Context: an optimization exercise on an open-source flow, tuned for small area. The choices shown serve that exercise and are no tape-out recipe.
Only simulation tests tie the RTL to the original design; equivalence was not proved.

==> trial 93: inputs <==
Design cordic, start of the top module:
module cordic #(
    parameter INPUT_DATA_WIDTH = 16,
    parameter ITERATIONS = 16
)(
    input wire i_clk,
    input wire i_resetn,
    input wire signed [INPUT_DATA_WIDTH - 1:0] i_xIn,
    input wire signed [INPUT_DATA_WIDTH - 1:0] i_yIn,
    input wire signed [31:0] i_angle,
    output reg signed [INPUT_DATA_WIDTH:0] o_xOut,
    output reg signed [INPUT_DATA_WIDTH:0] o_yOut
);
wire [1:0] q = i_angle[31:30];
wire signed [16:0] xs = i_xIn, ys = i_yIn;
wire signed [16:0] w_xpre = (q == 2'b01) ? -ys : (q == 2'b10) ? ys : xs;
wire signed [16:0] w_ypre = (q == 2'b01) ? xs : (q == 2'b10) ? -xs : ys;
wire w_nz29 = |i_angle[28:0];
wire w_d0 = ~q[1] & (i_angle[29] | w_nz29);
wire [1:0] w_t = {q[1], i_angle[29]};
wire [1:0] w_t1 = w_d0 ? w_t - 2'd1 : w_t + 2'd1;
wire w_d1 = (w_t1 == 2'b01) | ((w_t1 == 2'b00) & w_nz29);
reg signed [16:0] r_x0, r_y0;
reg [30:0] r_a1;
reg r_d0, r_d1;
always @(posedge i_clk or negedge i_resetn)
  ...
Settings: LEC_CHECK=0, CAP_MARGIN=20, CORE_MARGIN=2, CORE_UTILIZATION=60, CTS_CLUSTER_DIAMETER=90, CTS_CLUSTER_SIZE=28, GPL_TIMING_DRIVEN=0, SLEW_MARGIN=20; clock period 5.5 ns.
run.sh (not shown) runs the stock make flow with config.mk's settings and CLKGATE_MAP_FILE= SYNTH_SCRIPT=/design/flow/synth_recipe.tcl, a recipe that flattens the netlist after the stock synthesis.
==> inputs of trial 69, as changes to trial 93 <==
--- a/flow/config.mk
+++ b/flow/config.mk
@@ -9,6 +9,4 @@
 export CORE_MARGIN = 2
-export CORE_UTILIZATION = 60
-export CTS_CLUSTER_DIAMETER = 90
-export CTS_CLUSTER_SIZE = 28
-export GPL_TIMING_DRIVEN = 0
+export CORE_UTILIZATION = 55
+export CTS_BUF_LIST = sky130_fd_sc_hd__clkbuf_8
 export SLEW_MARGIN = 20
==> inputs of trial 76, as changes to trial 93 <==
--- a/flow/config.mk
+++ b/flow/config.mk
@@ -10,5 +10,4 @@
 export CORE_UTILIZATION = 60
-export CTS_CLUSTER_DIAMETER = 90
-export CTS_CLUSTER_SIZE = 28
-export GPL_TIMING_DRIVEN = 0
+export CTS_CLUSTER_DIAMETER = 60
+export CTS_CLUSTER_SIZE = 20
 export SLEW_MARGIN = 20
==> impl_metrics.env <==
export IMPL_outcome="finished clean"
export IMPL_stdcell_count=5735
export IMPL_rows=110
export IMPL_met1_usage_pct=19.9
export IMPL_timing_hold_ws_ns=0.353
export IMPL_wl_met1_um=30900
export IMPL_io_buffer_count=99
export IMPL_place_congestion=0.803
export IMPL_crit_arrival_ns=5.78
export IMPL_clock_root_buffer="clkbuf_8"
export IMPL_slew_headroom_pct=31.0
export IMPL_grt_max_degree=54
export IMPL_tightestPinTransition_ns=1.03
(the above is from trial 69)
==> impl_metrics.env <==
export IMPL_outcome="finished clean"
export IMPL_clock_root_buffer="clkbuf_16"
export IMPL_timing_hold_ws_ns=0.335
export IMPL_crit_arrival_ns=5.82
export IMPL_cp_slowest_cell="dfxtp_1"
export IMPL_place_congestion=0.827
export IMPL_stdcell_count=5408
export IMPL_io_buffer_count=95
export IMPL_tightestPinTransition_ns=0.996
export IMPL_multi_input_gates=2445
export IMPL_wl_met1_um=27400
export IMPL_buffer_area_share_pct=2.51
export IMPL_r2r_end="r_xn3[15]"
(the above is from trial 93)
==> impl_metrics.env <==
export IMPL_outcome="finished clean"
export IMPL_slew_headroom_pct=30.7
export IMPL_ys_flop_type="dfxtp_1"
export IMPL_tightestPinTransition_ns=1.03
export IMPL_layout_common_cells="934 x dfxtp_1, 691 x inv_1, 658 x fa_1, 490 x xnor2_1, 318 x xor2_1"
export IMPL_wl_met1_um=30200
export IMPL_place_congestion=0.831
export IMPL_clock_root_buffer="clkbuf_16"
export IMPL_rows=105
export IMPL_timing_hold_ws_ns=0.358
export IMPL_grt_max_degree=44
export IMPL_met1_usage_pct=22.0
export IMPL_stdcell_count=5460
(the above is from trial 76)

========
==> try-garnet <==
cordic, a different RTL version from the one above (not shown whole).
==> flow/design.v (excerpt) <==
module cordic #(
    parameter INPUT_DATA_WIDTH = 16,
    parameter ITERATIONS = 16
)(
    input wire i_clk,
    input wire i_resetn,
    input wire signed [INPUT_DATA_WIDTH - 1:0] i_xIn,
    input wire signed [INPUT_DATA_WIDTH - 1:0] i_yIn,
    input wire signed [31:0] i_angle,
    output reg signed [INPUT_DATA_WIDTH:0] o_xOut,
    output reg signed [INPUT_DATA_WIDTH:0] o_yOut
);
==> flow/config.mk <==
export PLATFORM = sky130hd
export DESIGN_NAME = cordic
export DESIGN_NICKNAME = cordic
export VERILOG_FILES = /design/flow/design.v
export SDC_FILE = /design/flow/constraint.sdc
export NUM_CORES = 4
export LEC_CHECK = 0
export ABC_CLOCK_PERIOD_IN_PS = 6500
export CAP_MARGIN = 20
export CORE_MARGIN = 2
export CORE_UTILIZATION = 60
export CTS_CLUSTER_DIAMETER = 90
export CTS_CLUSTER_SIZE = 28
export SLEW_MARGIN = 20
==> flow/constraint.sdc <==
create_clock -name core_clock -period 5.5 [get_ports {i_clk}]
set_input_delay 1.1000 -clock core_clock [delete_from_list [all_inputs] [get_ports {i_clk}]]
set_output_delay 1.1000 -clock core_clock [all_outputs]
set_load 0.01 [all_outputs]
standard.sh (not shown) runs the stock make flow with config.mk's settings and CLKGATE_MAP_FILE= SYNTH_SCRIPT=/design/flow/synth_recipe.tcl, a recipe that flattens the netlist after the stock synthesis.
==> flow/flow/run.sh <==
#!/bin/bash
# The standard layout (standard.sh: standard synthesis and the ORFS flow), with one change:
# the buffers that placement puts on the input and output ports are the smallest buffer cell,
# sky130_fd_sc_hd__buf_1, instead of the flow's default choice. The make output (every tool's
# output, in order) goes to standard_flow.log here; ORFS keeps each step's own log under orfs/logs.
set -euo pipefail
export BUFFER_PORTS_ARGS="-buffer_cell sky130_fd_sc_hd__buf_1"
bash standard.sh > standard_flow.log 2>&1
==> try-lagoon (differences from try-garnet) <==
- ABC_CLOCK_PERIOD_IN_PS: 6500 -> unset
- CORE_UTILIZATION: 60 -> 50
==> try-tundra (differences from try-garnet) <==
- ABC_CLOCK_PERIOD_IN_PS: 6500 -> unset
- CORE_UTILIZATION: 60 -> 70
==> comparison <==
- try-tundra produced a clean layout. try-garnet went through all stages and came out clean. try-lagoon went through all stages and came out clean.
- The highest sequential share of layout area belongs to try-tundra, the lowest to try-lagoon.
- Between try-lagoon and try-garnet, the lower register-to-register slack is in try-garnet (gap 40 ps).
- In try-garnet the clock skew is lower than in try-tundra, by 2.8 ps.
- Routed wire length, lowest first: try-lagoon, try-garnet, try-tundra.
- In cell area, try-tundra and try-garnet hardly differ.
- In try-garnet the utilization is lower than in try-tundra, by 11 points.
- Maximum frequency, highest first: try-lagoon, try-tundra, try-garnet.

========
==> inputs of run M <==
cordic, a different RTL version from the one above (not shown whole).
Settings: LEC_CHECK=0, CAP_MARGIN=20, CORE_MARGIN=2, CORE_UTILIZATION=60, CTS_CLUSTER_DIAMETER=90, CTS_CLUSTER_SIZE=28, SLEW_MARGIN=20; clock period 5.5 ns.
Scripts as last shown in full above: flow/flow/run.sh
==> run R (differences from run M) <==
==> flow/run.sh (new file) <==
#!/bin/bash
# synth_recipe.tcl (not shown) runs the flow's synth.tcl, then flattens the netlist and writes it again
# the make line also repeats each setting of config.mk as NAME=value (left out here)
make -C /OpenROAD-flow-scripts/flow DESIGN_CONFIG=/design/flow/config.mk WORK_HOME=/design/flow/orfs CLKGATE_MAP_FILE= SYNTH_SCRIPT=/design/flow/synth_recipe.tcl finish
removed: flow/flow/run.sh
removed: flow/standard.sh
==> summary.txt <==
Met2 wire length: run M 38500 um; run R 39200 um
Routing usage on met3: run M 0.0262; run R 0.0224
Finished layout cell area: run M 43900 um^2; run R 44500 um^2
Length of routed met3 wiring: run M 2770 um; run R 2250 um
Critical R2R Launch: run M r_dl14_14$_DFF_P_; run R r_xn2[2]$_DFF_P_
Bufs and invs on worst path: run M 0; run R 2
Clock latency of the later-clocked register in the worst-skew pair: run M 0.61 ns; run R 0.60 ns
Worst min-delay path startpoint: run M r_dl13_11$_DFF_P_; run R r_t15$_DFF_P_
Critical path depth: run M 15; run R 18
Minimum setup slack in the final design: run M 0.129 ns; run R 0.148 ns
Met2 track utilization from global routing: run M 0.394; run R 0.404
Hold endpoint: run M r_dl13_12$_DFF_P_; run R r_dl15_7$_DFF_P_
Worst rel slew slack: run M 0.287; run R 0.324
Final core utilization: run M 0.653; run R 0.662
Result of the run: run M no timing/DRC/antenna violations; run R no timing/DRC/antenna violations
Setup WS pre-CTS: run M -0.0406 ns; run R -0.0304 ns
Layout overhead on the synthesized area: run M 7.79%; run R 9.26%
Vias in the first global route: run M 25000; run R 25500
Gr usage total: run M 0.222; run R 0.226
Number of CTS-inserted buffers: run M 38; run R 37

========
==> run a: inputs <==
cordic with an RTL version that a note above also has.
Settings: LEC_CHECK=0, CAP_MARGIN=0, CORE_MARGIN=2, CORE_UTILIZATION=60, CTS_CLUSTER_DIAMETER=90, CTS_CLUSTER_SIZE=28, SLEW_MARGIN=0; clock period 5.5 ns.
==> flow/flow/run.sh <==
#!/bin/bash
# The standard layout (standard.sh: standard synthesis and the ORFS flow), with one change:
# the buffers that placement puts on the input and output ports are the smallest buffer cell,
# sky130_fd_sc_hd__buf_1, instead of the flow's default choice. The make output (every tool's
# output, in order) goes to standard_flow.log here; ORFS keeps each step's own log under orfs/logs.
set -euo pipefail
export BUFFER_PORTS_ARGS="-buffer_cell sky130_fd_sc_hd__buf_1"
bash standard.sh > standard_flow.log 2>&1
==> run b (differences from run a) <==
CAP_MARGIN = 20   (was 0)
CORE_UTILIZATION = 50   (was 60)
CTS_CLUSTER_DIAMETER = 95   (was 90)
CTS_CLUSTER_SIZE = 32   (was 28)
SLEW_MARGIN = 20   (was 0)
==> run c (differences from run a) <==
==> flow/run.sh (new file) <==
#!/bin/bash
# synth_recipe.tcl (not shown) runs the flow's synth.tcl, then flattens the netlist and writes it again
# the make line also repeats each setting of config.mk as NAME=value (left out here)
make -C /OpenROAD-flow-scripts/flow DESIGN_CONFIG=/design/flow/config.mk WORK_HOME=/design/flow/orfs CLKGATE_MAP_FILE= SYNTH_SCRIPT=/design/flow/synth_recipe.tcl finish
CAP_MARGIN = 20   (was 0)
SLEW_MARGIN = 20   (was 0)
removed: flow/flow/run.sh
removed: flow/standard.sh
==> flow_summary.yaml <==
global_routing:
  grt_util_all_layers_pct: 22.8
run_status:
  status: "finished clean"
clocking:
  numCtsBuffers: 39
finish:
  clkbuf_count: 45
  drive_gt1_share_pct: 9.13
(the above is from run c)
==> flow_summary.yaml <==
finish:
  clkbuf_count: 42
  drive_gt1_share_pct: 9.10
min_path:
  hp-start: "r_dl12_6"
clocking:
  numCtsBuffers: 38
run_status:
  status: "finished clean"
(the above is from run a)
==> flow_summary.yaml <==
run_status:
  status: "finished clean"
finish:
  clkbuf_count: 42
  drive_gt1_share_pct: 9.19
  register_area_mm2: 0.0168
detailed_routing:
  wirelength_mm: 71.2
logic_synthesis:
  synth_common_cells: "dfxtp_1 (795), xnor2_1 (394), fa_1 (386)"
  synth_top_family_by_area: "adder cells"
global_routing:
  grt_util_all_layers_pct: 18.1
place:
  dp_slack_ps: -56.6
worst_setup_path:
  reg2reg_setup_slack_ps: 140
(the above is from run b)

static timing again, ports no longer ideal:
The flow's constraints put no driver on any port. The routed layouts listed below were extracted and timed again, unchanged, in two steps. Step 1: set_driving_cell puts a clkbuf_16 on i_clk and a buf_2 on each other input, an assumption about the parent block. Step 2 moves the port delays by t, midway between the first and last clock arrival at a register: inputs arrive t later, outputs are due t later. That takes back most of the time a late clock gives input paths. Three values: ideal, step 1, step 2; two values: the first two.
| run | shift t [ns] | slack for setup (ns) | worst hold slack (ns) | worst slew at a driven data input, ns |
|---|---|---|---|---|
| trial 93 | 0.675 | 0.229 / 0.229 / 0.229 | 0.335 / 0.335 / 0.335 | 0.09 |
| trial 69 | 0.877 | 0.433 / 0.433 / 0.433 | 0.353 / 0.353 / 0.353 | 0.09 |
| trial 76 | 0.683 | 0.415 / 0.415 / 0.415 | 0.358 / 0.358 / 0.358 | 0.09 |
| try-garnet | 0.657 | 0.131 / 0.131 / 0.131 | 0.331 / 0.331 / 0.331 | 0.08 |
| try-lagoon | 0.655 | 0.166 / 0.166 / 0.166 | 0.321 / 0.321 / 0.321 | 0.08 |
| try-tundra | 0.660 | 0.141 / 0.141 / 0.141 | 0.316 / 0.316 / 0.316 | 0.07 |
| run M | 0.655 | 0.129 / 0.129 / 0.129 | 0.326 / 0.326 / 0.326 | 0.06 |
| run R | 0.646 | 0.148 / 0.148 / 0.148 | 0.328 / 0.328 / 0.328 | 0.05 |
| run a | 0.657 | 0.131 / 0.131 / 0.131 | 0.331 / 0.331 / 0.331 | 0.08 |
| run b | 0.657 | 0.141 / 0.141 / 0.141 | 0.330 / 0.330 / 0.330 | 0.08 |
| run c | 0.646 | 0.195 / 0.195 / 0.195 | 0.321 / 0.321 / 0.321 | 0.08 |
After both steps every run listed still meets setup and hold.
